Context: an optimization exercise on an open-source flow, tuned for small area, a short achievable clock period and few clock cycles per item. The choices shown serve that exercise and are no tape-out recipe.
At most, simulation tests tie the RTL to the original design; equivalence was not proved.
Only the layout flow was run in runs 1 to 3, 5 and 6; the RTL was not checked for function there.

==> design/flow/design.v <==
module VECTOR_MODE (
  input  signed [12:0] x,
  output signed [12:0] y
);
  wire signed [22:0] xe = x;
  wire signed [22:0] p  = (xe <<< 9) + (xe <<< 7) - (xe <<< 4) - (xe <<< 1);
  assign y = p[22:10];
endmodule
module ROTATION_MODE (
  input  signed [12:0] in_X,
  input  signed [12:0] in_Y,
  input         [2:0]  k,
  input                sgn,
  output signed [12:0] out_X,
  output signed [12:0] out_Y
);
  wire signed [12:0] ys = in_Y >>> k;
  wire signed [12:0] xs = in_X >>> k;
  assign out_X = in_X + (ys ^ {13{~sgn}}) + {12'd0, ~sgn};
  assign out_Y = in_Y + (xs ^ {13{sgn}})  + {12'd0, sgn};
endmodule
module QR_CORDIC (
    input          clk,
    input          rst_n,
    input          valid,
    output         out_vallid,
    input  [51:0]  in,
    output [51:0]  out
);
reg [3:0] loaded;    
reg       acc;       
reg [3:0] k;         
reg [3:0] s;         
reg       done0;     
reg [1:0] wcnt;      
reg       outst;     
reg [2:0] ocnt;
wire ld     = valid & acc;
wire outrot = outst;
assign out_vallid = outst;
wire [3:0] loaded_n = loaded + {3'd0, ld};
wire issue = ~done0 & ((k != 4'd0) | (loaded_n > s) | s[3]);
wire last_out = outst & (ocnt == 3'd7);
wire [3:0] act0;
assign act0[0] = (s >= 4'd1) & (s <= 4'd7);
assign act0[1] = (s >= 4'd3) & (s <= 4'd8);
assign act0[2] = (s >= 4'd5) & (s <= 4'd9);
assign act0[3] = (s >= 4'd7) & (s <= 4'd10);
reg  [9:0] ctl0, ctl1, ctl2, ctl3;
always @(posedge clk or negedge rst_n) begin
  if (!rst_n) begin
    loaded <= 4'd0;
    acc    <= 1'b1;
    k      <= 4'd0;
    s      <= 4'd1;
    done0  <= 1'b0;
    wcnt   <= 2'd0;
    outst  <= 1'b0;
    ocnt   <= 3'd0;
    ctl0   <= 10'd0;
    ctl1   <= 10'd0;
    ctl2   <= 10'd0;
    ctl3   <= 10'd0;
  end else begin
    ctl1 <= ctl0;
    ctl2 <= ctl1;
    ctl3 <= ctl2;
    if (last_out) begin
      loaded <= 4'd0;
      acc    <= 1'b1;
      k      <= 4'd0;
      s      <= 4'd1;
      done0  <= 1'b0;
      wcnt   <= 2'd0;
      outst  <= 1'b0;
      ocnt   <= 3'd0;
      ctl0   <= 10'd0;
    end else begin
      loaded <= loaded_n;
      if (ld & (loaded == 4'd7)) acc <= 1'b0;
      if (issue) begin
        ctl0 <= {k == 4'd7, ~k[3], k[3], k[2:0], act0};
        if (k == 4'd8) begin
          k <= 4'd0;
          s <= s + 4'd1;
          if (s == 4'd10) done0 <= 1'b1;
        end else begin
          k <= k + 4'd1;
        end
      end else begin
        ctl0 <= 10'd0;
      end
      if (done0 & ~outst) begin
        wcnt <= wcnt + 2'd1;
        if (wcnt == 2'd3) outst <= 1'b1;
      end
      if (outst) ocnt <= ocnt + 3'd1;
    end
  end
end
wire [39:0] ctl = {ctl3, ctl2, ctl1, ctl0};
wire [415:0] R;
wire [207:0] BX, BY;
wire [51:0] SX, SY;
wire [3:0] sgnv;
reg  [2:0] sd0;
reg  [1:0] sd1;
reg        sd2;
always @(posedge clk) begin
  sd0 <= {sd0[1:0], sgnv[0]};
  sd1 <= {sd1[0], sgnv[1]};
  sd2 <= sgnv[2];
end
genvar c, j, p;
generate
  for (j = 0; j < 4; j = j + 1) begin : g_stage
    wire [12:0] vx = R[(8*j + 2*j) * 13 +: 13];
    wire [12:0] vy = R[(8*j + ((2*j + 7) % 8)) * 13 +: 13];
    assign sgnv[j] = vx[12] ^ vy[12];
    wire [12:0] mx = ({13{ctl[ 9]}} & BX[(4*0 + j) * 13 +: 13])
                   | ({13{ctl[19]}} & BX[(4*1 + j) * 13 +: 13])
                   | ({13{ctl[29]}} & BX[(4*2 + j) * 13 +: 13])
                   | ({13{ctl[39]}} & BX[(4*3 + j) * 13 +: 13]);
    wire [12:0] my = ({13{ctl[ 9]}} & BY[(4*0 + j) * 13 +: 13])
                   | ({13{ctl[19]}} & BY[(4*1 + j) * 13 +: 13])
                   | ({13{ctl[29]}} & BY[(4*2 + j) * 13 +: 13])
                   | ({13{ctl[39]}} & BY[(4*3 + j) * 13 +: 13]);
    reg [12:0] sxin, syin;
    always @(posedge clk) begin
      sxin <= mx;
      syin <= my;
    end
    VECTOR_MODE u_sx (.x(sxin), .y(SX[j*13 +: 13]));
    VECTOR_MODE u_sy (.x(syin), .y(SY[j*13 +: 13]));
  end
  for (c = 0; c < 4; c = c + 1) begin : g_col
    wire       step = ctl[c*10 + 8];
    wire       rot  = ctl[c*10 + 7];
    wire [2:0] kk   = ctl[c*10 + 4 +: 3];
    wire [3:0] act  = ctl[c*10 +: 4];
    reg  [2:0] wp;
    always @(posedge clk or negedge rst_n) begin
      if (!rst_n)        wp <= 3'd0;
      else if (last_out) wp <= 3'd0;
      else               wp <= wp + {2'd0, rot} - {2'd0, ld};
    end
    wire [2:0] waddr = wp + {2'd0, rot};
    for (j = 0; j < 4; j = j + 1) begin : g_cell
      if (j <= c) begin : g_on
        wire sg;
        if (c == j)          assign sg = sgnv[j];
        else if (j == 0)     assign sg = sd0[c-1];
        else if (j == 1)     assign sg = sd1[c-2];
        else                 assign sg = sd2;
        ROTATION_MODE u_bf (
          .in_X  (R[(8*c + 2*j) * 13 +: 13]),
          .in_Y  (R[(8*c + ((2*j + 7) % 8)) * 13 +: 13]),
          .k     (kk),
          .sgn   (sg),
          .out_X (BX[(4*c + j) * 13 +: 13]),
          .out_Y (BY[(4*c + j) * 13 +: 13])
        );
      end else begin : g_off
        assign BX[(4*c + j) * 13 +: 13] = 13'd0;
        assign BY[(4*c + j) * 13 +: 13] = 13'd0;
      end
    end
    for (p = 0; p < 8; p = p + 1) begin : g_pos
      localparam integer SRC = (p + 7) % 8;        
      localparam integer OWN = p / 2;              
      localparam integer CMP = ((p + 1) % 8) / 2;  
      reg [12:0] q;
      assign R[(8*c + p) * 13 +: 13] = q;
      wire [12:0] prev = R[(8*c + SRC) * 13 +: 13];
      wire [12:0] scl  = (p % 2 == 1) ? SX[OWN*13 +: 13] : SY[OWN*13 +: 13];
      wire [12:0] bfo  = (p % 2 == 0) ? BX[(4*c + CMP) * 13 +: 13] : BY[(4*c + CMP) * 13 +: 13];
      wire own_on = (OWN <= c) && act[OWN];
      wire cmp_on = (CMP <= c) && act[CMP];
      wire wr_in  = valid & acc & (waddr == p);
      always @(posedge clk) begin
        if (wr_in)
          q <= in[13*c +: 13];
        else if (outrot | (rot & ~own_on))
          q <= prev;
        else if (rot)
          q <= scl;
        else if (step & cmp_on)
          q <= bfo;
      end
    end
  end
endgenerate
assign out = {R[(8*3 + 2) * 13 +: 13], R[(8*2 + 2) * 13 +: 13],
              R[(8*1 + 2) * 13 +: 13], R[(8*0 + 2) * 13 +: 13]};
endmodule
==> design/flow/run.sh <==
#!/bin/bash
# synth_recipe.tcl (not shown) runs the flow's synth.tcl, then flattens the netlist and writes it again
# the make line also repeats each setting of config.mk as NAME=value (left out here)
make -C /OpenROAD-flow-scripts/flow DESIGN_CONFIG=/design/flow/config.mk WORK_HOME=/design/flow/orfs CLKGATE_MAP_FILE= SYNTH_SCRIPT=/design/flow/synth_recipe.tcl finish
==> design/flow/config.mk <==
export PLATFORM = sky130hd
export DESIGN_NAME = QR_CORDIC
export DESIGN_NICKNAME = QR_CORDIC
export VERILOG_FILES = /design/flow/design.v
export SDC_FILE = /design/flow/constraint.sdc
export NUM_CORES = 4
export LEC_CHECK = 0
export ABC_CLOCK_PERIOD_IN_PS = 4000
export CAP_MARGIN = 20
export CORE_MARGIN = 2
export CORE_UTILIZATION = 45
export PLACE_DENSITY = 0.65
export SLEW_MARGIN = 20
==> design/flow/constraint.sdc <==
create_clock -name core_clock -period 13.0 [get_ports {clk}]
set_input_delay 2.6000 -clock core_clock [delete_from_list [all_inputs] [get_ports {clk}]]
set_output_delay 2.6000 -clock core_clock [all_outputs]
set_load 0.01 [all_outputs]
==> flow_metrics.py, run 1 <==
metrics = {
    "setup_path": {
        "reg2reg_depth": 18,
        "worst-setup-path-type": "flop to flop",
        "r2r_start": "ctl3[5]",
        "timing.rr.end": "g_col[3].g_pos[4].q[12]",
        "startpoint_type": "flop",
        "cp.required_ns": 13.45,
        "end_kind": "flop",
        "reg2reg_slack_ns": 6.85,
        "cp.arrival_ns": 6.60,
        "critPathMaxFanout": 50,
    },
    "synth": {
        "syn_inst": 7301,
        "synth_top_area_frac": 0.198,
        "yosys.cell_types.count": 95,
        "async_reset_ff_frac": 0.120,
        "synth_area_leaders": "edfxtp_1 20%, ha_1 10%, mux2i_1 7.3%, xnor2_1 5.5%, fa_1 5.5%",
        "synth_edf_count": 416,
        "syn_avg_cell_area_um2": 8.63,
        "synth_nets": 8031,
        "synth-seq-cells": 598,
        "seq_area_frac_synth": 0.262,
        "yosys-top-cells-count": "705 x nand2_1, 668 x o21ai_0, 572 x a21oi_1",
        "synth_ff_type": "edfxtp_1",
        "synth_warnings": 1,
        "yosysTopAreaCell": "edfxtp_1",
        "netlist_area_mm2": 0.0630,
        "synth_most_common_cell": "nand2_1",
    },
    "timing": {
        "min_period_over_period": 0.473,
        "slew_viol_final": 0,
        "timing.max_slew.rel_slack": 0.0799,
        "rsz0062_at_grt": "false",
        "fin_skew_ns": 0.0226,
        "hold_ws_ns": 0.348,
        "hold_viol": 0,
        "timing.fmax_mhz": 163,
        "tns_ns": 0,
        "min_period_ns": 6.15,
        "tightest_slew_ns": 1.38,
        "setup_viol": 0,
    },
    "route": {
        "drt-vias-per-instance": 6.43,
        "via_count": 58500,
        "routedWlPerCell_um": 29.2,
        "detail-route-antenna-nets": 0,
        "wirelength_um": 265000,
        "drc_errors": 0,
        "first_iter_violations": 8978,
        "dr.pass1.iters": 10,
    },
    "cells_and_area": {
        "drive_gt1_frac": 0.0768,
        "nNetsFinal": 7861,
        "areaGrowthSynthToFinish_pct": 8.62,
    },
    "floorplan": {
        "die_y_um": 378,
        "initial_core_util": 0.452,
        "ios": 108,
        "die_width_um": 378,
        "core.rowCount": 137,
        "dieArea_mm2": 0.143,
        "core_area_mm2": 0.139,
    },
    "cts": {
        "numClockSinks": 598,
        "cts_tree": "built",
        "post_cts_resize_count": 0,
        "cts_buffers": 75,
        "clkTransAtPathRegs_ns": 0.06,
        "clk_latency_ns": 0.71,
        "cts-root-buf": "clkbuf_16",
        "clockBufferDepth": 3,
        "post-cts-setup-buffers": 0,
        "postCtsHoldBufs": 0,
        "htree_levels": 3,
    },
    "global_routing": {
        "grt_antenna_before_repair": 23,
        "grt_busiest_layer": "met2",
        "grtUsageMet2": 0.518,
        "use_met3": 0.124,
        "grt_pass1_wl_um": 376000,
        "grt-ovfl-total": 0,
        "grt_use_total": 0.362,
        "grt_max_degree": 72,
        "grt_pass1_vias": 54100,
        "grt_util_met1": 0.453,
    },
    "hold_path": {
        "whs_path_depth": 0,
        "hold_path.class": "flop to flop",
        "hp-start": "ctl0[2]",
        "hold_path_end": "ctl1[2]",
    },
    "placement": {
        "io_buffers": 107,
        "gp_congestion": 1.04,
        "hpwl_um": 200000,
    },
    "job": {
        "maxCapViolCount": 0,
    },
    "run_status": {
        "outcome": "timing/DRC/antenna clean",
    },
}
## registers in the layout (all words and copies together) (netlist names), 2 cells and up
signal	flops
ctl0	10
ctl1	10
ctl2	10
ctl3	10
g_col.g_pos.q	416
g_col.wp	12
g_stage.sxin	52
g_stage.syin	52
k	4
loaded	4
ocnt	3
s	4
sd0	3
sd1	2
wcnt	2
## placed cells by master, fill, tap and decap left out, types with 35 or more instances in the layout
master	synthesis	layout
a211oi_1	106	106
a21o_1	154	154
a21oi_1	572	568
a31oi_1	54	53
and2_1	58	57
and3_1	50	50
buf_4	61	133
clkbuf_16	0	80
clkdlybuf4s50_1	0	106
dfrtp_1	70	56
dfxtp_1	110	110
edfxtp_1	416	416
fa_1	172	172
ha_1	503	503
inv_1	434	431
mux2_2	95	95
mux2i_1	457	457
mux4_2	64	64
nand2_1	705	705
nand2b_1	60	60
nand3_1	105	105
nor2_1	561	556
nor2b_1	53	53
nor3_1	116	99
o211ai_1	37	37
o21a_1	55	55
o21ai_0	668	664
o21bai_1	35	35
o22ai_1	40	40
o31ai_1	36	35
or3_1	35	35
xnor2_1	396	377
xor2_1	206	193
## layout make-up
cell class              instances  area, um^2
clock inverters                29         308
repair buffers                240        2070
inverters                     444        1670
multi-input cells            5772       43300
diodes                         20        50.0
flip-flops and latches        598       16500
well taps                    1876        2350
clock buffers                 108        2160
fillers                     13200       70900
## metal layers
layer,vias up,part of all wire
met2,3919,0.41
met5,-,0.0016
li1,25700,-
met4,28,0.087
met3,1016,0.14
met1,27800,0.36
## stage by stage
stage	cells	cell area, um^2	worst slack [ns]	utilization
floorplan	7301	63000	7.97	-
global placement	8928	65800	6.77	0.472
detailed placement	8929	65900	6.75	0.473
CTS	9066	68300	6.96	0.490
global route	9070	68400	6.51	0.491
finish	9087	68500	6.85	0.491
## cells by family (layout without fill, tap and decap cells)
family          after synthesis  after routing  share of synthesized area
other cells                   0             20                          0
xor+xnor                    602            602                     0.0836
compound gates             2034           2034                      0.197
buf+inv                     931            821                     0.0597
simple gates               1839           1839                      0.129
fa+ha+maj                   675            675                      0.154
flops                       598            598                      0.262
mux                         622            622                      0.114
## worst max-delay path: stages, from the launching register on
cell and delay (ns):
dfrtp_4 0.70, buf_4 0.65, buf_4 0.72, nor2_1 0.28
buf_4 0.28, a22o_1 0.21, o21ai_0 0.19, o21ai_0 0.23
fa_1 0.48, a21o_1 0.17, a21oi_1 0.22, nor2b_1 0.09
o41ai_1 0.39, o21ai_0 0.22, o41a_1 0.36, xor2_1 0.17
o221ai_1 0.20, nor2_1 0.08, a21o_1 0.15
## worst max-delay path by stage
stage | start | end | slack [ns] | depth (start not counted)
global route | ctl3[5] | g_col[3].g_pos[4].q[12] | 6.51 | 18
global placement | valid | ctl0[9] | 6.77 | 16
CTS | ctl3[5] | g_col[3].g_pos[4].q[12] | 6.96 | 18
floorplan | valid | ctl0[9] | 7.97 | 14
finish | ctl3[5] | g_col[3].g_pos[4].q[12] | 6.85 | 18
detailed placement | valid | ctl0[9] | 6.75 | 16
==> run 2, diff against run 1 <==
--- a/design/flow/design.v
+++ b/design/flow/design.v
@@ -38,2 +38,5 @@
 wire ld     = valid & acc;
+wire ld_first  = ld & (loaded == 4'd0);
+wire ld_second = ld & (loaded == 4'd1);
+wire ld_rest   = ld & (loaded[3:1] != 3'd0);
 wire outrot = outst;
@@ -41,3 +44,4 @@
 wire [3:0] loaded_n = loaded + {3'd0, ld};
-wire issue = ~done0 & ((k != 4'd0) | (loaded_n > s) | s[3]);
+wire issue = ~done0 & ((s != 4'd1) | ((k == 4'd0) ? (loaded_n >= 4'd2) :
+                                       (k == 4'd7) ? loaded_n[3] : 1'b1));
 wire last_out = outst & (ocnt == 3'd7);
@@ -140,9 +144,2 @@
     wire [3:0] act  = ctl[c*10 +: 4];
-    reg  [2:0] wp;
-    always @(posedge clk or negedge rst_n) begin
-      if (!rst_n)        wp <= 3'd0;
-      else if (last_out) wp <= 3'd0;
-      else               wp <= wp + {2'd0, rot} - {2'd0, ld};
-    end
-    wire [2:0] waddr = wp + {2'd0, rot};
     for (j = 0; j < 4; j = j + 1) begin : g_cell
@@ -178,3 +175,4 @@
       wire cmp_on = (CMP <= c) && act[CMP];
-      wire wr_in  = valid & acc & (waddr == p);
+      wire wr_in  = (p == 0) ? ld_first : (p == 7) ? ld_second : (p == 1) ? ld_rest : 1'b0;
+      wire wr_sh  = (p >= 2 && p <= 6) ? ld_rest : 1'b0;
       always @(posedge clk) begin
@@ -182,3 +180,3 @@
           q <= in[13*c +: 13];
-        else if (outrot | (rot & ~own_on))
+        else if (wr_sh | outrot | (rot & ~own_on))
           q <= prev;
--- a/design/flow/config.mk
+++ b/design/flow/config.mk
@@ -7,7 +7,7 @@
 export LEC_CHECK = 0
-export ABC_CLOCK_PERIOD_IN_PS = 4000
+export ABC_AREA = 1
 export CAP_MARGIN = 20
 export CORE_MARGIN = 2
-export CORE_UTILIZATION = 45
-export PLACE_DENSITY = 0.65
+export CORE_UTILIZATION = 55
+export PLACE_DENSITY = 0.7
 export SLEW_MARGIN = 20
==> run 2 against run 1 <==
Compared with the run above: largest cell class unchanged; worst setup slack improved by 0.54 ns; non-clock buffer count shrank 75; critical path type is now input port to flop; global-route usage grew 8.7 points.
==> flow_metrics.py, run 2 <==
metrics = {
    "timing": {
        "setup_viol": 0,
        "slew_viol_final": 0,
        "fin_skew_ns": 0.0408,
        "tns_ns": 0,
        "hold_ws_ns": 0.347,
        "rsz0062_at_grt": "false",
        "min_period_ns": 5.61,
        "hold_viol": 0,
        "timing.fmax_mhz": 178,
        "min_period_over_period": 0.431,
        "timing.max_slew.rel_slack": 0.165,
        "setup_ws_ns": 7.39,
        "tightest_slew_ns": 1.25,
    },
    "cells_and_area": {
        "largest_reg_flops": 416,
        "final_common_cell": "nand2_1",
        "finish.utilization": 0.591,
        "nNetsFinal": 9605,
        "areaGrowthSynthToFinish_pct": 6.39,
        "top_register": "g_col.g_pos.q",
        "final_cell_mix": "2,371 x nand2_1, 1,027 x inv_1, 916 x o21ai_0, 840 x nand3_1, 537 x nor2_1",
        "drive_gt1_frac": 0.0345,
        "reg_top3": "g_col.g_pos.q (416), g_stage.sxin (52), g_stage.syin (52)",
    },
    "synth": {
        "yosys-top-cells-count": "2,371 x nand2_1, 1,035 x inv_1, 918 x o21ai_0",
        "yosys.cell_types.count": 57,
        "netlist_area_mm2": 0.0627,
        "synth-seq-cells": 586,
        "syn_inst": 9042,
        "yosysTopAreaCell": "edfxtp_1",
        "synth_nets": 9756,
        "synth_edf_count": 416,
        "synth_area_leaders": "edfxtp_1 20%, nand2_1 14%, ha_1 9.7%, o21ai_0 7.3%, nand3_1 6.7%",
        "seq_area_frac_synth": 0.258,
        "synth_ff_type": "edfxtp_1",
        "syn_avg_cell_area_um2": 6.93,
        "async_reset_ff_frac": 0.102,
        "synth_most_common_cell": "nand2_1",
        "synth_warnings": 1,
        "synth_top_area_frac": 0.199,
    },
    "route": {
        "top_layer": "met5",
        "first_iter_violations": 10900,
        "wl_met2_um": 104000,
        "wirelength_um": 270000,
        "dr.pass1.iters": 7,
        "detail-route-antenna-nets": 0,
        "route.met3.wl_um": 45500,
        "wl_met1_um": 106000,
        "via_count": 65900,
        "drt-vias-per-instance": 6.30,
        "routedWlPerCell_um": 25.8,
        "drc_errors": 0,
    },
    "setup_path": {
        "path_buf_inv": 6,
        "slowest_delay_ns": 0.71,
        "worst-setup-path-type": "input port to flop",
        "startpoint_type": "input port",
        "path_cells": "clkdlybuf4s50_1, nand2_1, inv_2, nand2_2, inv_2, nor2_4, buf_4, inv_4, buf_4, o21ai_0",
        "end_kind": "flop",
        "cp.required_ns": 13.37,
        "slowest_stage": "buf_4",
        "critPathMaxFanout": 77,
        "cp_top_family": "buffers and inverters",
        "cp.arrival_ns": 5.98,
    },
    "cts": {
        "post-cts-setup-buffers": 0,
        "clkTransAtPathRegs_ns": 0.06,
        "post_cts_resize_count": 0,
        "numClockSinks": 586,
        "cts-root-buf": "clkbuf_16",
        "clk_latency_ns": 0.68,
        "cts_tree": "built",
        "htree_levels": 3,
        "clockBufferDepth": 3,
        "cts_buffers": 72,
        "postCtsHoldBufs": 0,
    },
    "job": {
        "maxCapViolCount": 0,
    },
    "global_routing": {
        "grt_pass1_wl_um": 386000,
        "grt_use_total": 0.449,
        "grt-ovfl-total": 0,
        "grt_max_degree": 108,
        "grt_pass1_vias": 59000,
        "grt_antenna_before_repair": 22,
    },
    "floorplan": {
        "die_width_um": 342,
        "core_area_mm2": 0.113,
        "die_y_um": 342,
        "ios": 108,
        "initial_core_util": 0.556,
        "core.rowCount": 123,
        "dieArea_mm2": 0.117,
    },
    "run_status": {
        "outcome": "timing/DRC/antenna clean",
    },
    "hold_path": {
        "hold_path.class": "flop to flop",
    },
    "placement": {
        "io_buffers": 107,
        "hpwl_um": 218000,
        "gp_congestion": 1.13,
        "pre_cts_ws_ns": 6.75,
    },
}
-- run 2: changes by cell type in the layout (fill, tap and decap cells not counted), sizes merged, moves of 96 or more --
cell    previous run  this run
nand3            105       846
xor2             206       329
a21o             154        55
nand2            705      2387
mux2              96         0
inv              440      1055
a211oi           107         6
xnor2            396        78
mux2i            462        40
o21ai            675       974
-- run 2: per-stage QoR --
stage / area (um^2) / cells
5_1_grt: 66700 / 10500
6_report: 66700 / 10500
3_5_place_dp: 64200 / 10300
4_1_cts: 66600 / 10500
3_3_place_gp: 64200 / 10300
2_1_floorplan: 62700 / 9042
-- run 2: final timing paths --
| check | from | cells past startpoint | endpoint | slack (ns) |
|---|---|---|---|---|
| worst min register to register | ctl0[3] | 0 | ctl1[3] | 0.35 |
| min in group asynchronous | rst_n | 1 | wcnt[1] | 2.11 |
| worst max-delay path | valid | 10 | g_col[0].g_pos[5].q[1] | 7.39 |
| worst min-delay path | ctl0[3] | 0 | ctl1[3] | 0.35 |
| max in group asynchronous | rst_n | 1 | ctl3[5] | 10.14 |
| worst max register to register | ctl3[4] | 17 | g_col[3].g_pos[4].q[10] | 7.51 |
-- run 2: logic make-up after synthesis --
family                     count (synthesis)  synth area share
and+or+nand+nor                         4041             0.271
AOI/OAI and AO/OA                       1861             0.162
buffers and inverters                   1448            0.0934
adders and majority gates                659             0.152
DFF                                      586             0.258
xor gates and xnor gates                 407            0.0570
muxes                                     40           0.00639
-- run 2: layout make-up --
| cell class | instances | area [um^2] |
|---|---|---|
| Multi-Input combinational cell | 7008 | 40700 |
| Timing Repair Buffer | 165 | 1500 |
| Sequential cell | 586 | 16200 |
| Clock buffer | 98 | 2060 |
| Tap cell | 1500 | 1880 |
| Inverter | 1058 | 3980 |
| Fill cell | 10900 | 46100 |
| Clock inverter | 36 | 367 |
| Antenna cell | 7 | 17.5 |
-- run 2: layer usage --
metal,vias up,GRT usage
met5,-,0.00613
met3,727,0.176
met1,30800,0.623
met4,20,0.195
li1,29800,-
met2,4562,0.613
==> run 3, diff against run 2 <==
--- a/design/flow/design.v
+++ b/design/flow/design.v
@@ -53,2 +53,3 @@
 reg  [9:0] ctl0, ctl1, ctl2, ctl3;
+wire [9:0] ctl0_n = (issue & ~last_out) ? {k == 4'd7, ~k[3], k[3], k[2:0], act0} : 10'd0;
 always @(posedge clk or negedge rst_n) begin
@@ -84,4 +85,4 @@
       if (ld & (loaded == 4'd7)) acc <= 1'b0;
+      ctl0 <= ctl0_n;
       if (issue) begin
-        ctl0 <= {k == 4'd7, ~k[3], k[3], k[2:0], act0};
         if (k == 4'd8) begin
@@ -93,4 +94,2 @@
         end
-      end else begin
-        ctl0 <= 10'd0;
       end
@@ -105,2 +104,3 @@
 wire [39:0] ctl = {ctl3, ctl2, ctl1, ctl0};
+wire [39:0] ctl_n = {ctl2, ctl1, ctl0, ctl0_n};
 wire [415:0] R;
@@ -142,3 +142,2 @@
     wire       rot  = ctl[c*10 + 7];
-    wire [2:0] kk   = ctl[c*10 + 4 +: 3];
     wire [3:0] act  = ctl[c*10 +: 4];
@@ -151,2 +150,4 @@
         else                 assign sg = sd2;
+        reg [2:0] ksh;
+        always @(posedge clk) ksh <= ctl_n[c*10 + 4 +: 3] & {3{ctl_n[c*10 + j]}};
         ROTATION_MODE u_bf (
@@ -154,3 +155,3 @@
           .in_Y  (R[(8*c + ((2*j + 7) % 8)) * 13 +: 13]),
-          .k     (kk),
+          .k     (ksh),
           .sgn   (sg),
==> run 3 against run 2 <==
Compared with the run above: first-iteration DRC count down 20%; register-to-register slack gained 0.59 ns; area after synthesis up 1.0%; utilization decreased by 0.11 points; still clean; synthesized cell count increased by 0.80%; hold slack improved by 0.013 ns; final cell count increased by 0.78%; maximum frequency increased by 0.81%; largest cell class unchanged; sequential share of layout area rose by 0.51 points; highest routed layer unchanged.
==> flow_metrics.py, run 3 <==
metrics = {
    "setup_path": {
        "reg2reg_depth": 15,
        "critPathMaxFanout": 94,
        "cp.required_ns": 13.37,
        "worst-setup-path-type": "input port to flop",
        "slowest_stage": "buf_4",
        "reg2reg_slack_ns": 8.10,
        "cpMostUsedCell": "inv_2",
        "cp.arrival_ns": 5.94,
        "end_kind": "flop",
        "timing.rr.end": "g_col[3].g_pos[1].q[12]",
        "slowest_delay_ns": 0.80,
        "r2r_start": "g_col[3].g_cell[1].g_on.ksh[1]",
        "path_cells": "clkdlybuf4s50_1, nand2_1, inv_2, nand2_4, inv_2, nor2_4, inv_4, buf_4, o21ai_0",
        "startpoint_type": "input port",
    },
    "synth": {
        "async_reset_ff_frac": 0.0930,
        "yosys-top-cells-count": "2,407 x nand2_1, 1,037 x inv_1, 914 x o21ai_0",
        "yosys.area_share.simple": 0.269,
        "synth_edf_count": 416,
        "synth_ff_type": "edfxtp_1",
        "synthXorXnorAreaFrac": 0.0560,
        "netlist_area_mm2": 0.0633,
        "synth_top_family_by_area": "simple AND/OR/NAND/NOR gates",
        "synth-seq-cells": 613,
        "synth_compound_area_frac": 0.161,
        "synthAdderAreaFrac": 0.151,
        "synth_warnings": 1,
        "synth_nets": 9828,
        "synth_top_area_frac": 0.197,
        "yosys.cell_types.count": 62,
        "syn_inst": 9114,
        "synth_most_common_cell": "nand2_1",
        "synth_area_leaders": "edfxtp_1 20%, nand2_1 14%, ha_1 9.6%, o21ai_0 7.2%, nand3_1 6.5%",
        "yosysTopAreaCell": "edfxtp_1",
        "seq_area_frac_synth": 0.264,
        "synthMuxAreaShare": 0.00617,
        "syn_avg_cell_area_um2": 6.95,
    },
    "floorplan": {
        "core_area_mm2": 0.114,
        "dieArea_mm2": 0.118,
        "ios": 108,
        "initial_core_util": 0.554,
        "core.rowCount": 124,
        "die_y_um": 343,
        "die_width_um": 343,
    },
    "cells_and_area": {
        "largest_reg_flops": 416,
        "nNetsFinal": 9678,
        "layout.cells.non_filler": 10500,
        "drive_gt1_frac": 0.0334,
        "final_cell_mix": "2,407 x nand2_1, 1,033 x inv_1, 908 x o21ai_0, 826 x nand3_1, 547 x nor2_1",
        "reg_top3": "g_col.g_pos.q (416), g_stage.sxin (52), g_stage.syin (52)",
        "top_register": "g_col.g_pos.q",
        "areaGrowthSynthToFinish_pct": 6.42,
        "final_common_cell": "nand2_1",
    },
    "route": {
        "detail-route-antenna-nets": 0,
        "wirelength_um": 256000,
        "dr.pass1.iters": 7,
        "via_count": 64700,
        "drc_errors": 0,
        "first_iter_violations": 8673,
        "drt-vias-per-instance": 6.14,
        "routedWlPerCell_um": 24.2,
    },
    "timing": {
        "hold_viol": 0,
        "tightest_slew_ns": 1.33,
        "hold_ws_ns": 0.360,
        "slew_viol_final": 0,
        "min_period_over_period": 0.428,
        "fin_skew_ns": 0.0373,
        "timing.fmax_mhz": 180,
        "setup_viol": 0,
        "tns_ns": 0,
        "rsz0062_at_grt": "false",
        "timing.max_slew.rel_slack": 0.110,
        "setup_ws_ns": 7.44,
        "min_period_ns": 5.56,
    },
    "global_routing": {
        "grt_max_degree": 95,
        "grt_pass1_vias": 58700,
        "grt-ovfl-total": 0,
        "grt_use_total": 0.423,
        "grt_antenna_before_repair": 11,
        "grt_pass1_wl_um": 372000,
    },
    "job": {
        "maxCapViolCount": 0,
    },
    "cts": {
        "clk_latency_ns": 0.69,
        "htree_levels": 3,
        "postCtsHoldBufs": 0,
        "clkTransAtPathRegs_ns": 0.06,
        "cts_tree": "built",
        "numClockSinks": 613,
        "cts-root-buf": "clkbuf_16",
        "clockBufferDepth": 3,
        "post-cts-setup-buffers": 0,
        "post_cts_resize_count": 0,
        "cts_buffers": 73,
    },
    "placement": {
        "hpwl_um": 206000,
        "gp_congestion": 1.08,
        "pre_cts_ws_ns": 6.41,
        "io_buffers": 107,
        "dp.cells": 10400,
    },
    "hold_path": {
        "hp-start": "ctl0[3]",
        "hold_path.class": "flop to flop",
        "whs_path_depth": 0,
        "hold_path_end": "ctl1[3]",
    },
    "run_status": {
        "outcome": "timing/DRC/antenna clean",
    },
}
-- run 3: cell families (layout without fill, tap and decap cells) --
kind of cell / after synthesis / in the layout
AO/OA/AOI/OAI: 1876 / 1876
XOR/XNOR: 404 / 404
AND/OR/NAND/NOR: 4060 / 4060
flip-flops: 613 / 613
other: 0 / 4
buffers and inverters: 1463 / 1373
adder cells (fa/ha/maj): 659 / 659
multiplexers: 39 / 39
-- run 3: layout make-up --
type                            count  area (um^2)
Inverter                         1086         4090
Clock buffer                       92         1970
Tap cell                         1512         1890
Antenna cell                        4         10.0
Multi-Input combinational cell   7038        40700
Fill cell                       11000        46800
Sequential cell                   613        16700
Timing Repair Buffer              152         1420
Clock inverter                     43          528
-- run 3: critical path: cells and delay by family --
family / cells / cell delay (ns)
AO/OA/AOI/OAI: 1 / 0.27
AND/OR/NAND/NOR: 3 / 0.57
buffers and inverters: 5 / 2.39
-- run 3: metrics by stage --
stage	cell area, um^2	utilization
after floorplan	63300	-
after global placement	64800	0.568
after detailed placement	64800	0.568
after CTS	67300	0.590
after global routing	67400	0.590
final	67400	0.590
-- run 3: routing by layer --
| layer | wire, um | track usage |
|---|---|---|
| met5 | 81 | 0 |
| met3 | 30200 | 0.0920 |
| met1 | 101000 | 0.572 |
| met4 | 18500 | 0.251 |
| met2 | 106000 | 0.622 |
-- run 3: worst max path at each step --
stage	start	endpoint	slack [ns]
2_1_floorplan	valid	g_col[0].g_pos[2].q[0]	7.48
3_3_place_gp	valid	g_col[0].g_pos[4].q[0]	6.60
3_5_place_dp	valid	g_col[0].g_pos[2].q[12]	6.41
4_1_cts	valid	g_col[0].g_pos[2].q[12]	7.13
5_1_grt	valid	g_col[0].g_pos[5].q[4]	7.26
6_report	valid	g_col[0].g_pos[4].q[3]	7.44
==> run 4, diff against run 3 <==
--- a/design/flow/design.v
+++ b/design/flow/design.v
@@ -31,2 +31,5 @@
 reg       acc;       
+reg [2:0] taken;     
+reg       vin;       
+reg [51:0] in_r;     
 reg [3:0] k;         
@@ -37,3 +40,3 @@
 reg [2:0] ocnt;
-wire ld     = valid & acc;
+wire ld     = vin;
 wire ld_first  = ld & (loaded == 4'd0);
@@ -58,2 +61,4 @@
     acc    <= 1'b1;
+    taken  <= 3'd0;
+    vin    <= 1'b0;
     k      <= 4'd0;
@@ -75,2 +80,4 @@
       acc    <= 1'b1;
+      taken  <= 3'd0;
+      vin    <= 1'b0;
       k      <= 4'd0;
@@ -84,3 +91,7 @@
       loaded <= loaded_n;
-      if (ld & (loaded == 4'd7)) acc <= 1'b0;
+      vin <= valid & acc;
+      if (valid & acc) begin
+        taken <= taken + 3'd1;
+        if (taken == 3'd7) acc <= 1'b0;
+      end
       ctl0 <= ctl0_n;
@@ -97,3 +108,3 @@
         wcnt <= wcnt + 2'd1;
-        if (wcnt == 2'd3) outst <= 1'b1;
+        if (wcnt == 2'd2) outst <= 1'b1;
       end
@@ -104,2 +115,3 @@
 wire [39:0] ctl = {ctl3, ctl2, ctl1, ctl0};
+always @(posedge clk) in_r <= in;
 wire [39:0] ctl_n = {ctl2, ctl1, ctl0, ctl0_n};
@@ -180,4 +192,4 @@
         if (wr_in)
-          q <= in[13*c +: 13];
-        else if (wr_sh | outrot | (rot & ~own_on))
+          q <= in_r[13*c +: 13];
+        else if (wr_sh | (outrot & ~rot) | (rot & ~own_on))
           q <= prev;
@@ -191,3 +203,3 @@
 endgenerate
-assign out = {R[(8*3 + 2) * 13 +: 13], R[(8*2 + 2) * 13 +: 13],
+assign out = {R[(8*3 + 1) * 13 +: 13], R[(8*2 + 2) * 13 +: 13],
               R[(8*1 + 2) * 13 +: 13], R[(8*0 + 2) * 13 +: 13]};
==> run 4 against run 3 <==
Compared with the run above: maximum frequency increased by 18%; hold slack got worse by 0.0061 ns; via count increased by 1.9%; die area increased by 2.0%; area after synthesis increased by 2.0%; count of clock-buffer cells in the layout increased by 16; utilization increased by 0.32 points; critical path type is now flop to output pin.
==> flow_metrics.py, run 4 <==
metrics = {
    "run_status": {
        "outcome": "timing/DRC/antenna clean",
    },
    "setup_path": {
        "cp.arrival_ns": 2.12,
        "timing.rr.end": "g_col[3].g_pos[2].q[6]",
        "critPathMaxFanout": 5,
        "slowest_delay_ns": 0.77,
        "worst-setup-path-type": "flop to output pin",
        "cp.required_ns": 10.40,
        "reg2reg_depth": 8,
        "path_buf_inv": 1,
        "slowest_stage": "edfxtp_1",
        "cp_top_family": "flip-flops",
        "reg2reg_slack_ns": 8.29,
        "end_kind": "output pin",
        "startpoint_type": "flop",
        "path_cells": "clkdlybuf4s50_1",
        "r2r_start": "ctl3[7]",
    },
    "job": {
        "maxCapViolCount": 0,
    },
    "cells_and_area": {
        "drive_gt1_frac": 0.0319,
        "areaGrowthSynthToFinish_pct": 6.89,
        "largest_reg_flops": 416,
        "final_cell_mix": "2,498 x nand2_1, 1,053 x inv_1, 930 x o21ai_0, 854 x nand3_1, 552 x nor2_1",
        "nNetsFinal": 9821,
        "top_register": "g_col.g_pos.q",
        "final_common_cell": "nand2_1",
        "n_fill_cell": 11200,
    },
    "timing": {
        "timing.max_slew.rel_slack": 0.163,
        "tightest_slew_ns": 1.25,
        "slew_viol_final": 0,
        "rsz0062_at_grt": "false",
        "min_period_over_period": 0.363,
        "setup_viol": 0,
        "min_period_ns": 4.72,
        "fin_skew_ns": 0.0321,
        "hold_viol": 0,
        "tns_ns": 0,
        "timing.fmax_mhz": 212,
    },
    "floorplan": {
        "die_y_um": 347,
        "core.rowCount": 125,
        "die_width_um": 347,
        "core_area_mm2": 0.116,
        "initial_core_util": 0.555,
        "ios": 108,
        "dieArea_mm2": 0.120,
    },
    "global_routing": {
        "grt-ovfl-total": 0,
        "grt_pass1_wl_um": 387000,
        "grt_antenna_before_repair": 11,
        "grt_max_degree": 111,
        "grt_pass1_vias": 61200,
        "grt_use_total": 0.428,
    },
    "synth": {
        "synth_edf_count": 416,
        "async_reset_ff_frac": 0.0912,
        "syn_inst": 9249,
        "synth_most_common_cell": "nand2_1",
        "synth_area_leaders": "edfxtp_1 19%, nand2_1 15%, ha_1 9.4%, o21ai_0 7.2%, nand3_1 6.6%",
        "synth_nets": 9963,
        "syn_avg_cell_area_um2": 6.98,
        "synth-seq-cells": 669,
        "seq_area_frac_synth": 0.277,
        "yosys.cell_types.count": 61,
        "yosys-top-cells-count": "2,499 x nand2_1, 1,057 x inv_1, 934 x o21ai_0",
        "synth_top_area_frac": 0.193,
        "netlist_area_mm2": 0.0646,
        "synth_ff_type": "edfxtp_1",
        "synth_warnings": 1,
        "yosysTopAreaCell": "edfxtp_1",
    },
    "route": {
        "dr.pass1.iters": 7,
        "wirelength_um": 264000,
        "via_count": 66000,
        "routedWlPerCell_um": 24.7,
        "drt-vias-per-instance": 6.16,
        "detail-route-antenna-nets": 0,
        "first_iter_violations": 9392,
        "drc_errors": 0,
    },
    "cts": {
        "clkTransAtPathRegs_ns": 0.06,
        "postCtsHoldBufs": 0,
        "cts_tree": "built",
        "numClockSinks": 669,
        "cts_buffers": 82,
        "post-cts-setup-buffers": 0,
        "cts-root-buf": "clkbuf_16",
        "post_cts_resize_count": 0,
        "htree_levels": 3,
        "clk_latency_ns": 0.71,
        "clockBufferDepth": 3,
    },
    "hold_path": {
        "hp-start": "ctl1[3]",
        "hold_path_end": "ctl2[3]",
        "whs_path_depth": 0,
        "hold_path.class": "flop to flop",
    },
    "placement": {
        "gp_congestion": 1.07,
        "hpwl_um": 210000,
        "io_buffers": 107,
    },
}
==> run 4: kinds of logic after synthesis <==
group / count (synthesis) / share of synthesized area
and+or+nand+nor: 4169 / 0.269
AOI/OAI and AO/OA: 1849 / 0.156
buffers and inverters: 1474 / 0.0916
DFF: 669 / 0.277
adders and majority gates: 659 / 0.148
xor gates and xnor gates: 396 / 0.0537
muxes: 33 / 0.00512
==> run 4: how the worst max path moves through the flow <==
stage | start | endpoint | slack (ns) | depth (start not counted)
finish | g_col[3].g_pos[1].q[3] | out[42] | 8.28 | 1
global route | g_col[0].g_cell[0].g_on.ksh[1] | g_stage[0].syin[4] | 7.94 | 12
CTS | g_col[3].g_pos[1].q[3] | out[42] | 8.35 | 1
detailed placement | g_col[0].g_cell[0].g_on.ksh[1] | g_stage[0].syin[4] | 8.41 | 12
global placement | g_col[0].g_cell[0].g_on.ksh[1] | g_stage[0].syin[4] | 7.57 | 11
floorplan | loaded[2] | g_col[0].g_pos[2].q[0] | 9.75 | 6
==> run 4: cell type report <==
cell class / instances / area (um^2) / area share
multi-input cells: 7106 / 40800 / 0.591
flip-flops and latches: 669 / 17900 / 0.259
diodes: 5 / 12.5 / 0.000181
well taps: 1524 / 1910 / 0.0276
inverters: 1089 / 4090 / 0.0593
repair buffers: 159 / 1460 / 0.0211
clock buffers: 108 / 2330 / 0.0337
clock inverters: 46 / 533 / 0.00772
==> run 4: per-stage QoR <==
step	util	setup slack (ns)	instances	hold WS (ns)	instance area [um^2]
finish	0.593	8.28	10700	0.354	69000
global route	0.593	7.94	10700	0.369	69000
detailed placement	0.568	8.41	10500	0.340	66100
floorplan	-	9.75	9249	0.326	64600
global placement	0.568	7.57	10500	0.341	66100
CTS	0.593	8.35	10700	0.354	69000
==> run 4: metal layers <==
metal  global-route usage  vias to the layer above  share of wire
met4                0.234                        4          0.066
met1                0.584                    30600           0.40
met2                0.629                     4173           0.41
li1                     -                    30400              -
met5              0.00120                        -       0.000083
met3               0.0988                      739           0.12
Testbench counts of run 4, summed over its fixed seeds: cycles 32,960, items 320.
==> run 5, diff against run 4 <==
--- a/design/flow/design.v
+++ b/design/flow/design.v
@@ -11,4 +11,6 @@
   input  signed [12:0] in_Y,
-  input         [2:0]  k,
-  input                sgn,
+  input         [2:0]  kx_n,
+  input         [2:0]  ky,
+  input                sgn_x,
+  input                sgn_y,
   output signed [12:0] out_X,
@@ -16,6 +18,6 @@
 );
-  wire signed [12:0] ys = in_Y >>> k;
-  wire signed [12:0] xs = in_X >>> k;
-  assign out_X = in_X + (ys ^ {13{~sgn}}) + {12'd0, ~sgn};
-  assign out_Y = in_Y + (xs ^ {13{sgn}})  + {12'd0, sgn};
+  wire signed [12:0] ys = in_Y >>> ky;
+  wire signed [12:0] xs = in_X >>> (~kx_n);
+  assign out_X = in_X + (ys ^ {13{~sgn_x}}) + {12'd0, ~sgn_x};
+  assign out_Y = in_Y + (xs ^ {13{sgn_y}})  + {12'd0, sgn_y};
 endmodule
@@ -121,9 +123,12 @@
 wire [3:0] sgnv;
-reg  [2:0] sd0;
-reg  [1:0] sd1;
-reg        sd2;
+reg  [2:0] sd0, sd0_n;
+reg  [1:0] sd1, sd1_n;
+reg        sd2, sd2_n;
 always @(posedge clk) begin
-  sd0 <= {sd0[1:0], sgnv[0]};
-  sd1 <= {sd1[0], sgnv[1]};
-  sd2 <= sgnv[2];
+  sd0   <= {sd0[1:0], sgnv[0]};
+  sd0_n <= {sd0_n[1:0], ~sgnv[0]};
+  sd1   <= {sd1[0], sgnv[1]};
+  sd1_n <= {sd1_n[0], ~sgnv[1]};
+  sd2   <= sgnv[2];
+  sd2_n <= ~sgnv[2];
 end
@@ -157,9 +162,21 @@
       if (j <= c) begin : g_on
-        wire sg;
-        if (c == j)          assign sg = sgnv[j];
-        else if (j == 0)     assign sg = sd0[c-1];
-        else if (j == 1)     assign sg = sd1[c-2];
-        else                 assign sg = sd2;
-        reg [2:0] ksh;
-        always @(posedge clk) ksh <= ctl_n[c*10 + 4 +: 3] & {3{ctl_n[c*10 + j]}};
+        wire sgx, sgy;
+        if (c == j) begin : g_vec
+          assign sgx = sgnv[j];
+          assign sgy = sgnv[j];
+        end else if (j == 0) begin : g_r0
+          assign sgx = sd0[c-1];
+          assign sgy = ~sd0_n[c-1];
+        end else if (j == 1) begin : g_r1
+          assign sgx = sd1[c-2];
+          assign sgy = ~sd1_n[c-2];
+        end else begin : g_r2
+          assign sgx = sd2;
+          assign sgy = ~sd2_n;
+        end
+        reg [2:0] kx_n, ky;
+        always @(posedge clk) begin
+          ky   <=   ctl_n[c*10 + 4 +: 3] & {3{ctl_n[c*10 + j]}};
+          kx_n <= ~(ctl_n[c*10 + 4 +: 3] & {3{ctl_n[c*10 + j]}});
+        end
         ROTATION_MODE u_bf (
@@ -167,4 +184,6 @@
           .in_Y  (R[(8*c + ((2*j + 7) % 8)) * 13 +: 13]),
-          .k     (ksh),
-          .sgn   (sg),
+          .kx_n  (kx_n),
+          .ky    (ky),
+          .sgn_x (sgx),
+          .sgn_y (sgy),
           .out_X (BX[(4*c + j) * 13 +: 13]),
==> run 5 against run 4 <==
Compared with the run above: still clean on timing, DRC and antenna; synthesized cell count hardly changed; hold slack better by 0.022 ns; die area is 1.0% higher; via count is 0.20% lower; clock skew is 0.0055 ns lower; non-clock buffer count is 14 lower; design area is 1.4% higher; area after synthesis is 1.0% higher; critical path depth stayed put; wire length is 0.20% higher; highest routed layer unchanged.
==> flow_metrics.py, run 5 <==
metrics = {
    "run_status": {
        "outcome": "timing/DRC/antenna clean",
    },
    "route": {
        "wirelength_um": 264000,
        "dr.pass1.iters": 9,
        "routedWlPerCell_um": 24.6,
        "drc_errors": 0,
        "drt-vias-per-instance": 6.12,
        "detail-route-antenna-nets": 0,
        "first_iter_violations": 9463,
        "via_count": 65800,
    },
    "cts": {
        "cts_buffers": 84,
        "htree_levels": 3,
        "clk_latency_ns": 0.71,
        "cts_tree": "built",
        "postCtsHoldBufs": 0,
        "numClockSinks": 705,
        "post_cts_resize_count": 0,
        "clkTransAtPathRegs_ns": 0.07,
        "clockBufferDepth": 3,
        "post-cts-setup-buffers": 0,
        "cts-root-buf": "clkbuf_16",
    },
    "timing": {
        "min_period_over_period": 0.364,
        "setup_viol": 0,
        "slew_viol_final": 0,
        "min_period_ns": 4.73,
        "tightest_slew_ns": 1.17,
        "hold_viol": 0,
        "setup_ws_ns": 8.27,
        "fin_skew_ns": 0.0266,
        "rsz0062_at_grt": "false",
        "tns_ns": 0,
        "timing.max_slew.rel_slack": 0.214,
        "timing.fmax_mhz": 212,
    },
    "synth": {
        "synth_ff_type": "edfxtp_1",
        "synth_compound_area_frac": 0.160,
        "synth_top_area_frac": 0.192,
        "syn_inst": 9255,
        "synth-seq-cells": 705,
        "synth_edf_count": 416,
        "synth_warnings": 1,
        "synthAdderAreaFrac": 0.147,
        "seq_area_frac_synth": 0.285,
        "synth_area_leaders": "edfxtp_1 19%, nand2_1 14%, ha_1 9.4%, o21ai_0 7.5%, dfxtp_1 7.0%",
        "yosys.cell_types.count": 67,
        "synth_nets": 9971,
        "synth_top_family_by_area": "simple AND/OR/NAND/NOR gates",
        "netlist_area_mm2": 0.0652,
        "synthMuxAreaShare": 0.00445,
        "async_reset_ff_frac": 0.0865,
        "yosys-top-cells-count": "2,474 x nand2_1, 1,113 x inv_1, 976 x o21ai_0",
        "yosys.area_share.simple": 0.255,
        "syn_avg_cell_area_um2": 7.05,
        "synth_most_common_cell": "nand2_1",
        "synthXorXnorAreaFrac": 0.0585,
        "yosysTopAreaCell": "edfxtp_1",
    },
    "setup_path": {
        "cp.required_ns": 10.40,
        "startpoint_type": "flop",
        "path_cells": "clkdlybuf4s50_1",
        "cp.arrival_ns": 2.13,
        "cp_top_family": "flip-flops",
        "slowest_stage": "edfxtp_1",
        "startpoint": "g_col[3].g_pos[1].q[10]",
        "worst-setup-path-type": "flop to output pin",
        "critPathMaxFanout": 5,
        "slowest_delay_ns": 0.75,
        "r2r_start": "g_col[2].g_pos[4].q[12]",
        "reg2reg_slack_ns": 8.62,
        "path_buf_inv": 1,
        "end_kind": "output pin",
    },
    "global_routing": {
        "grt_pass1_wl_um": 385000,
        "grt_antenna_before_repair": 12,
        "grt_use_total": 0.424,
        "grt_max_degree": 116,
        "grt-ovfl-total": 0,
        "grt_pass1_vias": 60800,
    },
    "hold_path": {
        "hp-start": "ctl0[3]",
        "hold_path.class": "flop to flop",
    },
    "floorplan": {
        "dieArea_mm2": 0.121,
        "die_width_um": 348,
        "die_y_um": 348,
        "core.rowCount": 126,
        "initial_core_util": 0.554,
        "core_area_mm2": 0.118,
        "ios": 108,
    },
    "cells_and_area": {
        "final_common_cell": "nand2_1",
        "areaGrowthSynthToFinish_pct": 7.28,
        "largest_reg_flops": 416,
        "multiInputGateArea_mm2": 0.0408,
        "drive_gt1_frac": 0.0319,
        "top_register": "g_col.g_pos.q",
        "nNetsFinal": 9854,
        "final_cell_mix": "2,473 x nand2_1, 1,111 x inv_1, 972 x o21ai_0, 742 x nand3_1, 534 x nor2_1",
        "n_fill_cell": 11100,
        "ff_latch_area_mm2": 0.0186,
    },
    "placement": {
        "gp_congestion": 1.08,
        "io_buffers": 107,
        "pre_cts_ws_ns": 8.69,
        "hpwl_um": 211000,
    },
    "job": {
        "maxCapViolCount": 0,
    },
}
run 5: worst register-to-register path: cells and delay by family, from the launching register on:
family                     cells  cell delay [ns]
xor gates and xnor gates       2             0.90
buffers and inverters          1             0.77
DFF                            1             0.49
and+or+nand+nor                9             1.23
AOI/OAI and AO/OA              1             0.28
adders and majority gates      1             0.47
run 5: cells by family after synthesis:
group           count (synthesis)
compound gates               1909
xor+xnor                      433
fa+ha+maj                     661
buf+inv                      1502
flops                         705
mux                            29
simple gates                 4016
run 5: worst paths after layout:
path                                                end  cells after the start
worst min register to register                  ctl1[3]                      0
min in group asynchronous                          s[3]                      1
worst max-delay path                            out[49]                      1
max in group asynchronous                       ctl3[7]                      1
worst min-delay path                            ctl1[3]                      0
worst max register to register  g_col[2].g_pos[4].q[10]                     14
run 5: metal layers:
| metal | wire (um) | track usage | vias to the layer above | share of wire |
|---|---|---|---|---|
| met5 | 47 | 0 | - | 0.00018 |
| li1 | - | - | 30400 | - |
| met4 | 18800 | 0.252 | 8 | 0.071 |
| met2 | 109000 | 0.619 | 3956 | 0.41 |
| met1 | 104000 | 0.566 | 30700 | 0.39 |
| met3 | 32000 | 0.109 | 771 | 0.12 |
run 5: area by class of cell:
class	count	share of cell area
Inverter	1154	0.0621
Clock buffer	115	0.0354
Timing Repair Buffer	145	0.0194
Sequential cell	705	0.266
Multi-Input combinational cell	7048	0.582
Clock inverter	43	0.00733
Antenna cell	5	0.000179
Tap cell	1536	0.0275
run 5: through the flow:
| stage | cell area (um^2) | utilization | hold WS (ns) | std cells |
|---|---|---|---|---|
| 5_1_grt | 70000 | 0.594 | 0.375 | 10700 |
| 6_report | 70000 | 0.594 | 0.376 | 10800 |
| 3_3_place_gp | 67000 | 0.569 | 0.345 | 10600 |
| 3_5_place_dp | 67000 | 0.569 | 0.354 | 10600 |
| 2_1_floorplan | 65200 | - | 0.329 | 9255 |
| 4_1_cts | 70000 | 0.594 | 0.373 | 10700 |
==> run 6, diff against run 5 <==
==> design/flow/flow/run.sh (new file) <==
#!/bin/bash
# The standard layout, with a tighter setup margin for ORFS's timing repair
# (after CTS and after global routing). The clock period and all constraints
# are the design's; only the repair aims further below them.
set -euo pipefail
export SETUP_SLACK_MARGIN=8.5
export TNS_END_PERCENT=100
bash standard.sh finish SETUP_SLACK_MARGIN=8.5 TNS_END_PERCENT=100 > standard_flow.log 2>&1
==> design/flow/standard.sh (new file) <==
#!/bin/bash
# synth_recipe.tcl (not shown) runs the flow's synth.tcl, then flattens the netlist and writes it again
# the make line also repeats each setting of config.mk as NAME=value (left out here)
make -C /OpenROAD-flow-scripts/flow DESIGN_CONFIG=/design/flow/config.mk WORK_HOME=/design/flow/orfs CLKGATE_MAP_FILE= SYNTH_SCRIPT=/design/flow/synth_recipe.tcl "${@:-finish}"
--- a/design/flow/config.mk
+++ b/design/flow/config.mk
@@ -12,2 +12,4 @@
 export PLACE_DENSITY = 0.7
+export SETUP_SLACK_MARGIN = 5
 export SLEW_MARGIN = 20
+export TNS_END_PERCENT = 100
removed: design/flow/run.sh
==> run 6 against run 5 <==
Compared with the run above: count of clock-buffer cells in the layout unchanged; critical endpoint is now out[32]; clock skew up 0.00051 ns; maximum frequency up 5.1%; global-route usage up 0.053 points; area after synthesis unchanged; still clean.
==> flow_metrics.py, run 6 <==
metrics = {
    "setup_path": {
        "worst-setup-path-type": "flop to output pin",
        "cp.required_ns": 10.40,
        "r2r_start": "g_stage[0].syin[2]",
        "reg2reg_depth": 12,
        "cp-endpoint": "out[32]",
        "cp_top_family": "buffers and inverters",
        "slowest_delay_ns": 0.62,
        "startpoint_type": "flop",
        "timing.rr.end": "g_col[2].g_pos[0].q[2]",
        "path_buf_inv": 1,
        "critPathMaxFanout": 5,
        "end_kind": "output pin",
        "worst-path-stages": 1,
        "startpoint": "g_col[2].g_pos[2].q[6]",
        "cp.arrival_ns": 1.90,
        "reg2reg_slack_ns": 8.71,
        "slowest_stage": "clkdlybuf4s50_1",
        "path_cells": "clkdlybuf4s50_1",
    },
    "timing": {
        "slew_viol_final": 0,
        "hold_viol": 0,
        "setup_ws_ns": 8.50,
        "timing.max_slew.rel_slack": 0.180,
        "tightest_slew_ns": 1.23,
        "hold_ws_ns": 0.374,
        "rsz0062_at_grt": "false",
        "min_period_over_period": 0.346,
        "tns_ns": 0,
        "setup_viol": 0,
        "fin_skew_ns": 0.0271,
        "min_period_ns": 4.50,
        "timing.fmax_mhz": 222,
    },
    "cells_and_area": {
        "final_cell_mix": "2,473 x nand2_1, 1,111 x inv_1, 972 x o21ai_0, 742 x nand3_1, 534 x nor2_1",
        "largest_reg_flops": 416,
        "top_register": "g_col.g_pos.q",
        "areaGrowthSynthToFinish_pct": 7.49,
        "final_common_cell": "nand2_1",
        "finish.utilization": 0.595,
        "layout.cells.non_filler": 10800,
        "finalInstanceArea_mm2": 0.0701,
        "drive_gt1_frac": 0.0335,
        "nNetsFinal": 9868,
    },
    "global_routing": {
        "grt_max_degree": 116,
        "grt_antenna_before_repair": 9,
        "grt-ovfl-total": 0,
        "grt_pass1_vias": 60800,
        "grt_pass1_wl_um": 385000,
        "grt_use_total": 0.425,
    },
    "floorplan": {
        "initial_core_util": 0.554,
        "dieArea_mm2": 0.121,
        "die_y_um": 348,
        "die_width_um": 348,
        "core_area_mm2": 0.118,
        "core.rowCount": 126,
        "ios": 108,
    },
    "route": {
        "drt-vias-per-instance": 6.14,
        "routedWlPerCell_um": 24.6,
        "drc_errors": 0,
        "detail-route-antenna-nets": 0,
        "via_count": 66100,
        "wirelength_um": 265000,
        "first_iter_violations": 9338,
        "dr.pass1.iters": 7,
    },
    "placement": {
        "place_area_mm2": 0.0670,
        "gp_congestion": 1.08,
        "dp.cells": 10600,
        "pre_cts_ws_ns": 8.69,
        "hpwl_um": 211000,
        "io_buffers": 107,
    },
    "synth": {
        "synth_nets": 9971,
        "syn_inst": 9255,
        "synth-seq-cells": 705,
        "yosys.cell_types.count": 67,
        "netlist_area_mm2": 0.0652,
        "synth_warnings": 1,
        "yosys-top-cells-count": "2,474 x nand2_1, 1,113 x inv_1, 976 x o21ai_0",
        "yosysTopAreaCell": "edfxtp_1",
        "synth_top_area_frac": 0.192,
        "async_reset_ff_frac": 0.0865,
        "synth_edf_count": 416,
        "synth_ff_type": "edfxtp_1",
        "seq_area_frac_synth": 0.285,
        "synth_most_common_cell": "nand2_1",
        "synth_area_leaders": "edfxtp_1 19%, nand2_1 14%, ha_1 9.4%, o21ai_0 7.5%, dfxtp_1 7.0%",
        "syn_avg_cell_area_um2": 7.05,
    },
    "hold_path": {
        "hold_path.class": "flop to flop",
    },
    "cts": {
        "clkTransAtPathRegs_ns": 0.07,
        "htree_levels": 3,
        "cts-root-buf": "clkbuf_16",
        "clockBufferDepth": 3,
        "postCtsHoldBufs": 0,
        "numClockSinks": 705,
        "cts_tree": "built",
        "clk_latency_ns": 0.72,
        "cts_buffers": 84,
    },
    "run_status": {
        "outcome": "timing/DRC/antenna clean",
    },
    "job": {
        "maxCapViolCount": 0,
    },
}
==> run 6: cell counts after synthesis <==
Identical to the previous run, type by type.
==> run 6: repair_timing <==
item                                    in CTS  in global routing
setup buffers                               10                  4
resized for setup                            3                  6
endpoints found under the setup margin      12                 10
==> run 6: area by class of cell <==
cell class	instances	area [um^2]
Multi-Input combinational cell	7048	40800
Fill cell	11100	47700
Clock inverter	43	513
Inverter	1154	4350
Timing Repair Buffer	159	1480
Sequential cell	705	18600
Tap cell	1536	1920
Clock buffer	115	2480
Antenna cell	8	20.0
==> run 6: worst min path at each step <==
stage,from,to,slack [ns],depth (start not counted)
finish,ctl0[3],ctl1[3],0.37,0
floorplan,sd0[0],sd0[1],0.33,0
CTS,ctl0[3],ctl1[3],0.37,0
detailed placement,ctl0[3],ctl1[3],0.35,0
global placement,ctl0[3],ctl1[3],0.34,0
global route,ctl0[3],ctl1[3],0.38,0
==> run 6: kinds of logic after synthesis <==
kind of cell / count (synthesis) / synth area share
AO/OA/AOI/OAI: 1909 / 0.160
XOR/XNOR: 433 / 0.0585
adder cells (fa/ha/maj): 661 / 0.147
buffers and inverters: 1502 / 0.0905
flip-flops: 705 / 0.285
multiplexers: 29 / 0.00445
AND/OR/NAND/NOR: 4016 / 0.255
==> run 6: metal layers <==
metal | share of wire | global-route usage
met5 | 0.00031 | 0
met1 | 0.39 | 0.568
met2 | 0.41 | 0.622
met4 | 0.070 | 0.245
met3 | 0.12 | 0.109
==> run 7, diff against run 6 <==
--- a/design/flow/design.v
+++ b/design/flow/design.v
@@ -52,2 +52,3 @@
 wire last_out = outst & (ocnt == 3'd7);
+wire outst_n = ~last_out & (outst | (done0 & (wcnt == 2'd2)));
 wire [3:0] act0;
@@ -120,2 +121,3 @@
 wire [415:0] R;
+wire [51:0] O;
 wire [207:0] BX, BY;
@@ -209,11 +211,11 @@
       wire wr_sh  = (p >= 2 && p <= 6) ? ld_rest : 1'b0;
-      always @(posedge clk) begin
-        if (wr_in)
-          q <= in_r[13*c +: 13];
-        else if (wr_sh | (outrot & ~rot) | (rot & ~own_on))
-          q <= prev;
-        else if (rot)
-          q <= scl;
-        else if (step & cmp_on)
-          q <= bfo;
+      wire [12:0] qn = wr_in ? in_r[13*c +: 13] :
+                       (wr_sh | (outrot & ~rot) | (rot & ~own_on)) ? prev :
+                       rot ? scl :
+                       (step & cmp_on) ? bfo : q;
+      always @(posedge clk) q <= qn;
+      if (p == ((c == 3) ? 1 : 2)) begin : g_out
+        reg [12:0] qo;
+        always @(posedge clk) if (outst_n) qo <= qn;
+        assign O[13*c +: 13] = qo;
       end
@@ -222,4 +224,3 @@
 endgenerate
-assign out = {R[(8*3 + 1) * 13 +: 13], R[(8*2 + 2) * 13 +: 13],
-              R[(8*1 + 2) * 13 +: 13], R[(8*0 + 2) * 13 +: 13]};
+assign out = O;
 endmodule
--- a/design/flow/flow/run.sh
+++ b/design/flow/flow/run.sh
@@ -5,4 +5,4 @@
 set -euo pipefail
-export SETUP_SLACK_MARGIN=8.5
+export SETUP_SLACK_MARGIN=9.0
 export TNS_END_PERCENT=100
-bash standard.sh finish SETUP_SLACK_MARGIN=8.5 TNS_END_PERCENT=100 > standard_flow.log 2>&1
+bash standard.sh finish SETUP_SLACK_MARGIN=9.0 TNS_END_PERCENT=100 > standard_flow.log 2>&1
==> run 7 against run 6 <==
Compared with the run above: largest cell class unchanged; design area up 2.8%; hold slack worse by 0.011 ns; register-to-register slack better by 0.36 ns; synthesized cell count up 0.43%; highest routed layer unchanged; via count up 1.8%; critical endpoint is now out[42]; global-route usage about the same.
==> flow_metrics.py, run 7 <==
metrics = {
    "timing": {
        "min_period_ns": 4.17,
        "tightest_slew_ns": 1.07,
        "rsz0062_at_grt": "true",
        "min_period_over_period": 0.321,
        "fin_skew_ns": 0.0352,
        "timing.max_slew.rel_slack": 0.286,
        "tns_ns": 0,
        "timing.fmax_mhz": 240,
    },
    "floorplan": {
        "core_area_mm2": 0.120,
        "initial_core_util": 0.555,
        "core.rowCount": 127,
        "die_y_um": 352,
        "dieArea_mm2": 0.124,
    },
    "placement": {
        "place_area_mm2": 0.0687,
        "gp_congestion": 1.08,
        "hpwl_um": 218000,
    },
    "global_routing": {
        "grt_pass1_vias": 62400,
        "grt_pass1_wl_um": 396000,
        "grt_antenna_before_repair": 23,
        "grt-ovfl-total": 0,
        "grt_max_degree": 108,
        "grt_use_total": 0.425,
    },
    "synth": {
        "netlist_area_mm2": 0.0666,
        "synth_top_area_frac": 0.188,
        "synth_warnings": 1,
        "synth_most_common_cell": "nand2_1",
        "seq_area_frac_synth": 0.295,
        "synth-seq-cells": 757,
        "synth_area_leaders": "edfxtp_1 19%, nand2_1 13%, ha_1 9.2%, dfxtp_1 8.4%, o21ai_0 7.3%",
        "synth_ff_type": "edfxtp_1",
        "yosys.cell_types.count": 68,
        "yosysTopAreaCell": "edfxtp_1",
        "synth_edf_count": 416,
    },
    "cells_and_area": {
        "n_fill_cell": 11200,
        "finalInstanceArea_mm2": 0.0721,
        "top_register": "g_col.g_pos.q",
        "drive_gt1_frac": 0.0487,
        "areaGrowthSynthToFinish_pct": 8.23,
        "final_common_cell": "nand2_1",
    },
    "route": {
        "first_iter_violations": 9925,
        "dr.pass1.iters": 9,
        "detail-route-antenna-nets": 0,
        "drt-vias-per-instance": 6.15,
        "routedWlPerCell_um": 24.9,
    },
    "setup_path": {
        "startpoint_type": "flop",
        "slowest_stage": "edfxtp_1",
        "end_kind": "output pin",
        "path_buf_inv": 1,
        "cp_top_family": "flip-flops",
        "worst-setup-path-type": "flop to output pin",
        "cp.arrival_ns": 1.57,
        "slowest_delay_ns": 0.62,
        "path_cells": "buf_2",
        "critPathMaxFanout": 1,
    },
    "cts": {
        "htree_levels": 3,
        "clk_latency_ns": 0.74,
        "cts_tree": "built",
        "postCtsHoldBufs": 0,
        "clkTransAtPathRegs_ns": 0.06,
        "clockBufferDepth": 3,
    },
    "run_status": {
        "outcome": "timing/DRC/antenna clean",
    },
    "hold_path": {
        "hold_path.class": "flop to flop",
    },
}
==> run 7: cell count changes after synthesis, moves of 11 or more <==
cell,before,now
buf_4,54,15
xor2_1,345,327
nand3_1,742,753
o211ai_1,48,71
clkbuf_1,220,189
a31oi_1,87,74
dfxtp_1,228,280
and2_1,27,16
o21bai_1,35,52
inv_2,24,39
a21oi_1,533,565
nand2_1,2474,2378
buf_2,48,59
nor4_1,8,23
==> run 7: worst paths after layout <==
path	cells after the start	to	start	slack, ns
min	0	ctl2[3]	ctl1[3]	0.36
min in group asynchronous	2	ocnt[0]	rst_n	2.06
min reg2reg	0	ctl2[3]	ctl1[3]	0.36
max reg2reg	14	g_col[3].g_pos[6].q[8]	g_stage[3].syin[2]	9.07
max in group asynchronous	2	ctl3[7]	rst_n	10.29
max	1	out[42]	g_col[3].g_pos[1].g_out.qo[3]	8.83
==> run 7: per-layer routing <==
layer | share of wire | GRT usage
met1 | 0.39 | 0.565
met2 | 0.42 | 0.630
met3 | 0.12 | 0.0927
met4 | 0.073 | 0.260
met5 | 0.00022 | 0
==> run 7: cell type report <==
class | count | area share
multi-input combinational | 7078 | 0.576
antenna | 15 | 0.000521
tap | 1612 | 0.0280
inverter | 1165 | 0.0610
clock inverter | 59 | 0.00948
clock buffer | 107 | 0.0343
sequential | 757 | 0.273
timing repair buffer | 153 | 0.0180
==> run 7: cells by family (layout without fill, tap and decap cells) <==
logic type,count (synthesis),after routing,share of synthesized area
buffers and inverters,1460,1484,0.0855
muxes,37,37,0.00556
xor gates and xnor gates,409,409,0.0542
AOI/OAI and AO/OA,1970,1970,0.163
adders and majority gates,661,661,0.144
and+or+nand+nor,4001,4001,0.254
other,0,15,0
DFF,757,757,0.295
==> run 7: stage by stage <==
step	utilization	setup WS (ns)	hold slack, ns	cells
after floorplan	-	9.73	0.326	9295
after global placement	0.573	8.84	0.340	10800
after detailed placement	0.573	8.84	0.339	10800
after CTS	0.598	8.84	0.364	10900
after global routing	0.601	8.86	0.373	10900
final	0.601	8.83	0.363	10900
==> run 7: repair_timing <==
| action | CTS | global route |
|---|---|---|
| buffers inserted | 1 | 6 |
| setup endpoints to repair | 59 | 132 |
| gates cloned | 0 | 0 |
| pin swaps | 0 | 4 |
| resized for setup | 150 | 70 |
Testbench counts of run 7, summed over its fixed seeds: cycles 32,960, items 320.

separate check: timing with driven ports:
In the flow no input, the clock included, has a driving cell. The finished layouts below were timed again as built, in two steps.
Step 1, drivers: a clkbuf_16 drives clk and a buf_2 each remaining input, both assumed.
Step 2 times the ports against the registers' clock, not the clock port: input delays grow and output delays shrink by t, the midpoint of the rising clock arrivals with the driver on.
Slacks: ideal / step 1 / step 2; pairs: ideal / step 1.
| run | t (ns) | setup WS [ns] | worst hold slack (ns) | clock arrival spread, ns | slew at the worst register clock pin (ns) |
|---|---|---|---|---|---|
| run 1 | 0.776 | 6.852 / 6.852 / 6.693 | 0.348 / 0.348 / 0.348 | 0.032 / 0.032 | 0.07 / 0.07 |
| run 2 | 0.740 | 7.392 / 7.434 / 6.695 | 0.347 / 0.347 / 0.347 | 0.041 / 0.041 | 0.07 / 0.07 |
| run 3 | 0.748 | 7.437 / 7.486 / 6.738 | 0.360 / 0.360 / 0.360 | 0.039 / 0.039 | 0.07 / 0.07 |
| run 4 | 0.776 | 8.276 / 8.195 / 8.290 | 0.354 / 0.354 / 0.354 | 0.033 / 0.033 | 0.07 / 0.07 |
| run 5 | 0.778 | 8.273 / 8.194 / 8.624 | 0.376 / 0.376 / 0.376 | 0.031 / 0.031 | 0.07 / 0.07 |
| run 6 | 0.782 | 8.504 / 8.425 / 8.714 | 0.374 / 0.374 / 0.374 | 0.032 / 0.033 | 0.07 / 0.07 |
| run 7 | 0.793 | 8.826 / 8.749 / 9.069 | 0.363 / 0.363 / 0.363 | 0.043 / 0.043 | 0.07 / 0.07 |
After both steps setup and hold are still met in every run listed. The setup slack of run 3, which loses most, moves by +0.049 ns with the drivers and by -0.699 ns with both steps.
